What follows belongs to an exercise in optimizing a design on an open flow for small area, a short achievable clock period and few clock cycles per item; a production flow would make more cautious choices. The RTL was checked by simulation tests, not by an equivalence proof against the original design.

== alpha ==
==> flow/design.v <==
module rsmul (
    r_r, 
    r_i, 
    s_r, 
    mul_r, 
    mul_i
);
    input signed [5:0] r_r, r_i;
    input [1:0] s_r;
    output signed [8:0] mul_r, mul_i;
    wire signed [2:0] s;
    assign s = {1'b0, s_r};
    assign mul_r = s * r_r;
    assign mul_i = s * r_i;
endmodule
module ml_demodulator(
    i_clk,
    i_reset,
    i_trig,
    i_y_hat,
    i_r,
    i_rd_rdy,
    o_rd_vld,
    o_llr,
    o_hard_bit
);
input i_clk;
input i_reset;
input i_trig;
input [159:0] i_y_hat;
input [319:0] i_r;
input i_rd_rdy;
output o_rd_vld;
output [7:0] o_llr;
output o_hard_bit;
function [11:0] abs1;             
    input [11:0] x;
    abs1 = x[11] ? ~x : x;
endfunction
function [11:0] sx10;             
    input [9:0] x;
    sx10 = {{2{x[9]}}, x};
endfunction
function [9:0] rsx;
    input [9:0] r, i;
    input s, t;
    rsx = (r ^ {10{s}}) + (i ^ {10{t}});
endfunction
function [11:0] wmin;
    input [11:0] x;
    input [9:0]  a;
    reg   [11:0] w;
    begin
        w = abs1(x) + {3'b111, a[8:0]} + {11'd0, ~x[11]};
        wmin = abs1(w);
    end
endfunction
function warg;
    input [11:0] x;
    input [9:0]  a;
    warg = a[9] ? (~x[11] | (&x)) : x[11];
endfunction
wire [39:0] r34, r24, r14, r23, r13, r12;
wire [19:0] r44, r33, r22, r11;
assign {r44, r34, r24, r14, r33, r23, r13, r22, r12, r11} = i_r;
wire [39:0] y4 = i_y_hat[159:120], y3 = i_y_hat[119:80], y2 = i_y_hat[79:40], y1 = i_y_hat[39:0];
reg [5:0] y4r, y4i, y3r, y3i, y2r, y2i, y1r, y1i;
reg [9:0] q44, q33, q22, q11;
reg [9:0] q34r, q34i, q24r, q24i, q14r, q14i, q23r, q13r, q13i, q12r, q12i;
reg [7:0] q23i;
always @(posedge i_clk) begin
    if (i_trig) begin
        y4r <= y4[18:13]; y4i <= y4[38:33];
        y3r <= y3[18:13]; y3i <= y3[38:33];
        y2r <= y2[18:13]; y2i <= y2[38:33];
        y1r <= y1[18:13]; y1i <= y1[38:33];
        q44 <= r44[19:10]; q33 <= r33[19:10]; q22 <= {r22[19], ~(r22[18:10] ^ {9{r22[19]}})};
        q11 <= {r11[19], ~(r11[18:10] ^ {9{r11[19]}})};
        q34r <= r34[19:10]; q34i <= r34[39:30];
        q24r <= r24[19:10]; q24i <= r24[39:30];
        q14r <= r14[19:10]; q14i <= r14[39:30];
        q23r <= r23[19:10]; q23i <= r23[39:32];
        q13r <= r13[19:10]; q13i <= r13[39:30];
        q12r <= r12[19:10]; q12i <= r12[39:30];
    end
end
function [11:0] y12;
    input [5:0] y;
    reg [7:0] t;
    begin
        t = {{2{y[5]}}, y} + {y[5], y, 1'b0};
        y12 = {{2{t[7]}}, t, 2'b00};
    end
endfunction
reg        run;         
reg [3:0]  idx;         
reg        vB, vC, vD;
reg [3:0]  idxB, idxC, idxD;
always @(posedge i_clk or posedge i_reset) begin
    if (i_reset) begin
        run <= 1'b0; idx <= 4'd0;
        vB <= 1'b0; vC <= 1'b0; vD <= 1'b0;
    end else begin
        if (i_trig) begin
            run <= 1'b1; idx <= 4'd0;
        end else if (run) begin
            idx <= idx + 4'd1;
            if (idx == 4'd15) run <= 1'b0;
        end
        vB <= run; vC <= vB; vD <= vC;
    end
end
wire [1:0] j4 = idx[3:2];
wire [1:0] m  = idx[1:0];
wire [9:0]  rs44r = q44 ^ {{9{j4[0]}}, 1'b1};
wire [9:0]  rs44i = q44 ^ {{9{j4[1]}}, 1'b1};
wire [11:0] a4r = y12(y4r) - sx10(rs44r);
wire [11:0] a4i = y12(y4i) - sx10(rs44i);
wire [9:0]  rs34r = rsx(q34r, q34i, j4[0], ~j4[1]);
wire [9:0]  rs34i = rsx(q34r, q34i, j4[1],  j4[0]);
wire [11:0] x3r = y12(y3r) - sx10(rs34r) - sx10(q33 ^ {10{m[0]}});
wire [11:0] x3i = y12(y3i) - sx10(rs34i) - sx10(q33 ^ {10{m[1]}});
wire [12:0] l4 = abs1(a4r) + abs1(a4i);
wire [9:0]  rs24r = rsx(q24r, q24i, j4[0], ~j4[1]);
wire [9:0]  rs24i = rsx(q24r, q24i, j4[1],  j4[0]);
wire [10:0] t23r = {1'b0, q23r} ^ {{9{m[0]}}, 2'b0};
wire [10:0] t23r2 = {q23i ^ {8{~m[1]}}, 2'b00};
wire [10:0] t23i = {q23r[9:1] ^ {9{m[1]}}, 1'b0};
wire [10:0] t23i2 = {q23i[7:1] ^ {7{m[0]}}, 3'b0};
wire [9:0]  rs23r = t23r[9:0] + t23r2[9:0];
wire [9:0]  rs23i = t23i[9:0] + t23i2[9:0];
wire [11:0] x2r = {y12(y2r)} + 12'd2 - sx10(rs24r) - sx10(rs23r);
wire [11:0] x2i = {y12(y2i)} + 12'd2 - sx10(rs24i) - sx10(rs23i);
wire [9:0]  rs14r = rsx(q14r, q14i, j4[0], ~j4[1]);
wire [9:0]  rs14i = rsx(q14r, q14i, j4[1],  j4[0]);
wire [9:0]  rs13r = rsx(q13r, q13i, m[0], ~m[1]);
wire [9:0]  rs13i = rsx(q13r, q13i, m[1],  m[0]);
wire [11:0] x1br = y12(y1r) - sx10(rs14r) - sx10(rs13r);
wire [11:0] x1bi = y12(y1i) - sx10(rs14i) - sx10(rs13i);
reg [11:0] x2rB, x2iB, x1brB, x1biB, x3rB, x3iB;
reg [12:0] lB;
always @(posedge i_clk) begin
    x2rB <= x2r; x2iB <= x2i; x1brB <= x1br; x1biB <= x1bi;
    x3rB <= x3r; x3iB <= x3i;
    lB <= l4;
    idxB <= idx;
end
wire        p2r = warg(x2rB, q22);
wire        p2i = warg(x2iB, q22);
wire [12:0] lBn = lB + abs1(x3rB) + abs1(x3iB) + wmin(x2rB, q22) + wmin(x2iB, q22);
wire [9:0]  rs12r = rsx(q12r, q12i, p2r, ~p2i);
wire [9:0]  rs12i = rsx(q12r, q12i, p2i,  p2r);
wire [11:0] x1r = x1brB - sx10(rs12r);
wire [11:0] x1i = x1biB - sx10(rs12i);
reg [11:0] x1rC, x1iC;
reg [12:0] lC;
reg [1:0]  p2C;
always @(posedge i_clk) begin
    x1rC <= x1r; x1iC <= x1i;
    lC <= lBn;
    p2C <= {p2i, p2r};
    idxC <= idxB;
end
wire        p1r = warg(x1rC, q11);
wire        p1i = warg(x1iC, q11);
wire [12:0] tC = lC + wmin(x1rC, q11) + wmin(x1iC, q11);
reg [12:0] tD;
reg [1:0]  p1D, p2D;
always @(posedge i_clk) begin
    tD <= tC;
    p1D <= {p1i, p1r};
    p2D <= p2C;
    idxD <= idxC;
end
reg [12:0] best;
reg [7:0]  res;
reg        have;
reg [2:0]  ptr;
wire take = vD & ((idxD == 4'd0) | (tD < best));
wire last = vD & (idxD == 4'd15);
wire rd   = i_rd_rdy & (have | last);
always @(posedge i_clk) begin
    if (take) begin
        best <= tD;
        res  <= {idxD, p2D, p1D};
    end
end
always @(posedge i_clk or posedge i_reset) begin
    if (i_reset) begin
        have <= 1'b0;
        ptr  <= 3'd0;
    end else begin
        if (last) begin
            have <= 1'b1;
            ptr  <= {2'b00, i_rd_rdy};
        end else if (rd) begin
            ptr <= ptr + 3'd1;
            if (ptr == 3'd7) have <= 1'b0;
        end
    end
end
assign o_rd_vld   = rd;
assign o_hard_bit = last ? (take ? p1D[0] : res[0]) : res[ptr];
assign o_llr      = {o_hard_bit, 6'b000000, 1'b1};
endmodule
==> flow/config.mk <==
export PLATFORM = sky130hd
export DESIGN_NAME = ml_demodulator
export DESIGN_NICKNAME = ml_demodulator
export VERILOG_FILES = /design/flow/design.v
export SDC_FILE = /design/flow/constraint.sdc
export NUM_CORES = 4
export LEC_CHECK = 0
export CAP_MARGIN = 20
export CORE_MARGIN = 2
export CORE_UTILIZATION = 40
export PLACE_DENSITY = 0.6
export SETUP_SLACK_MARGIN = 5
export SLEW_MARGIN = 20
==> flow/constraint.sdc <==
create_clock -name core_clock -period 11.0 [get_ports {i_clk}]
set_input_delay 2.2000 -clock core_clock [delete_from_list [all_inputs] [get_ports {i_clk}]]
set_output_delay 2.2000 -clock core_clock [all_outputs]
set_load 0.01 [all_outputs]
standard.sh (not shown) runs the stock make flow with config.mk's settings and CLKGATE_MAP_FILE= SYNTH_SCRIPT=/design/flow/synth_recipe.tcl, a recipe that flattens the netlist after the stock synthesis.
==> flow/flow/run.sh <==
#!/bin/bash
# Standard layout (the standard.sh), with the port buffers made of plain
# buffer cells (buf_2) instead of the delay-buffer cells buffer_ports picks
# by default. Every input and output port still gets its own buffer.
set -o pipefail
export BUFFER_PORTS_ARGS="-buffer_cell sky130_fd_sc_hd__buf_2"
bash standard.sh > standard_flow.log 2>&1
Testbench counts of alpha, summed over its fixed seeds: cycles 24,968, items 960.
The inputs of beta differ from those of alpha as listed below.
==> flow/flow/run.sh <==
#!/bin/bash
# Standard layout (the standard.sh), with
#  - the port buffers made of plain buffer cells (buf_2) instead of the
#    delay-buffer cells buffer_ports picks by default (every input and
#    output port still gets its own buffer);
#  - timing repair asked to over-fix setup by 6.3 ns (the constraints and
#    the clock period are unchanged).
set -o pipefail
export BUFFER_PORTS_ARGS="-buffer_cell sky130_fd_sc_hd__buf_2"
export SETUP_SLACK_MARGIN=6.3
bash standard.sh > standard_flow.log 2>&1
-- flow/config.mk --
<<< alpha, line 10
export CORE_UTILIZATION = 40
export PLACE_DENSITY = 0.6
export SETUP_SLACK_MARGIN = 5
export SLEW_MARGIN = 20
>>> beta, line 10
export CORE_UTILIZATION = 40
export PLACE_DENSITY = 0.6
export SLEW_MARGIN = 20
Findings:
- Non-filler instance count after layout, beta vs alpha: up by a few percent
- Per the comparison of beta with alpha, fraction of the cycle the final worst path needs has decreased, maximum frequency increased by 14% relative to the old numbers, worst setup slack increased by 0.67 ns relative to the old numbers.
Inputs modified between beta and gamma:
==> flow/flow/run.sh <==
#!/bin/bash
# Standard layout (the standard.sh), with
#  - the port buffers made of plain buffer cells (buf_2) instead of the
#    delay-buffer cells buffer_ports picks by default (every input and
#    output port still gets its own buffer);
#  - timing repair asked to over-fix setup by 5 ns (the constraints and
#    the clock period are unchanged).
set -o pipefail
export BUFFER_PORTS_ARGS="-buffer_cell sky130_fd_sc_hd__buf_2"
export SETUP_SLACK_MARGIN=5
bash standard.sh > standard_flow.log 2>&1
-- flow/config.mk --
<<< beta, line 9
export CORE_MARGIN = 2
export CORE_UTILIZATION = 40
export PLACE_DENSITY = 0.6
export SLEW_MARGIN = 20
>>> gamma, line 9
export CORE_MARGIN = 2
export CORE_UTILIZATION = 40
export CTS_BUF_LIST = sky130_fd_sc_hd__clkbuf_8
export CTS_CLUSTER_SIZE = 30
export PLACE_DENSITY = 0.6
export SETUP_SLACK_MARGIN = 5
export SLEW_MARGIN = 20
- Utilization beta -> gamma: down
- Relative to beta, the data arrival time of the critical path of gamma is higher by 0.72 ns.
- Min overall routed net length across gamma and beta: gamma
- beta was larger in final cell area than gamma.
- gamma: met2 wirelength from detailed routing lower than beta
- gamma against beta: first-pass GRT wire length lower.
What delta does differently from gamma at the input level:
==> flow/flow/run.sh <==
#!/bin/bash
# Standard layout (the standard.sh), with
#  - the port buffers made of plain buffer cells (buf_2) instead of the
#    delay-buffer cells buffer_ports picks by default (every input and
#    output port still gets its own buffer);
#  - timing repair asked to over-fix setup by 6.3 ns (the constraints and
#    the clock period are unchanged).
set -o pipefail
export BUFFER_PORTS_ARGS="-buffer_cell sky130_fd_sc_hd__buf_2"
export SETUP_SLACK_MARGIN=6.3
bash standard.sh > standard_flow.log 2>&1
==> flow/config.mk <==
export PLATFORM = sky130hd
export DESIGN_NAME = ml_demodulator
export DESIGN_NICKNAME = ml_demodulator
export VERILOG_FILES = /design/flow/design.v
export SDC_FILE = /design/flow/constraint.sdc
export NUM_CORES = 4
export LEC_CHECK = 0
export ABC_AREA = 1
export CAP_MARGIN = 20
export CORE_MARGIN = 2
export CORE_UTILIZATION = 40
export PLACE_DENSITY = 0.6
export SLEW_MARGIN = 20
## What came out
- Looking at buffers inserted during post-CTS setup optimization, delta sits 14 higher than gamma does.
- Of delta and gamma, delta shows the higher number of global-route vias before repair, with gamma below it.
- delta falls short of gamma in via total after detailed routing.
- Number of sequential storage elements: gamma vs delta identical
- delta vs gamma — clock-buffer cell count dropped by more than a quarter
- Diff delta and gamma: layout-stage area growth over the synthesis result lower in gamma
Relative to delta, the following input files were edited for epsilon:
==> flow/flow/run.sh <==
#!/bin/bash
# Standard layout (the standard.sh), with the port buffers made of plain
# buffer cells (buf_1) instead of the delay-buffer cells buffer_ports picks
# by default. Every input and output port still gets its own buffer.
set -o pipefail
export BUFFER_PORTS_ARGS="-buffer_cell sky130_fd_sc_hd__buf_1"
bash standard.sh > standard_flow.log 2>&1
==> flow/config.mk <==
export PLATFORM = sky130hd
export DESIGN_NAME = ml_demodulator
export DESIGN_NICKNAME = ml_demodulator
export VERILOG_FILES = /design/flow/design.v
export SDC_FILE = /design/flow/constraint.sdc
export NUM_CORES = 4
export LEC_CHECK = 0
export CAP_MARGIN = 20
export CORE_MARGIN = 2
export CORE_UTILIZATION = 40
export PLACE_DENSITY = 0.6
export SETUP_SLACK_MARGIN = 5
export SLEW_MARGIN = 20
Setup slack, delta and epsilon, lower one = epsilon.
When the final numbers for delta and epsilon were put side by side, the global-route track usage on met2 turned out to be greater in delta.
Looking at delta and epsilon, the hold slack is a wash.
Gate count of the mapped netlist shrinks by more than 10% when moving from delta to epsilon.
epsilon against delta; number of logic inverters in the finished layout is down by more than a quarter.
The via count of the first global-routing pass of epsilon falls short of that of delta by 1.7%.
Wire length on epsilon is ahead of delta.
Clock buffer count in the final layout: epsilon vs delta up 14%
Looking at biggest fanout along the worst timing path, epsilon sits 11 above delta.

re-timing with driven ports:
How much do the figures lean on ideal ports? The routed layouts below were timed once more, with nothing changed but the port constraints. Step 1, drivers: a clkbuf_16 drives i_clk and a buf_2 each remaining input, both assumed. Step 2 times the ports against the registers' clock, not the clock port: input delays grow and output delays shrink by t, the midpoint of the rising clock arrivals with the driver on. Slacks: ideal ports / drivers / drivers and shift; pairs: ideal ports / drivers.
run | shift t [ns] | slack for setup (ns) | worst hold slack (ns) | cell pins on the clock port's net
alpha | 0.640 | 5.414 / 5.414 / 5.414 | 0.325 / 0.325 / 0.325 | 1
beta | 0.641 | 6.084 / 6.084 / 6.084 | 0.324 / 0.324 / 0.324 | 1
gamma | 0.696 | 5.407 / 5.407 / 5.407 | 0.320 / 0.320 / 0.320 | 1
delta | 0.635 | 6.251 / 6.190 / 6.190 | 0.326 / 0.326 / 0.326 | 1
epsilon | 0.649 | 5.337 / 5.337 / 5.337 | 0.326 / 0.326 / 0.326 | 1
After both steps setup and hold are still met in every run listed. For delta, which loses most, drivers alone change the setup slack by -0.061 ns; drivers and shift together by -0.061 ns.
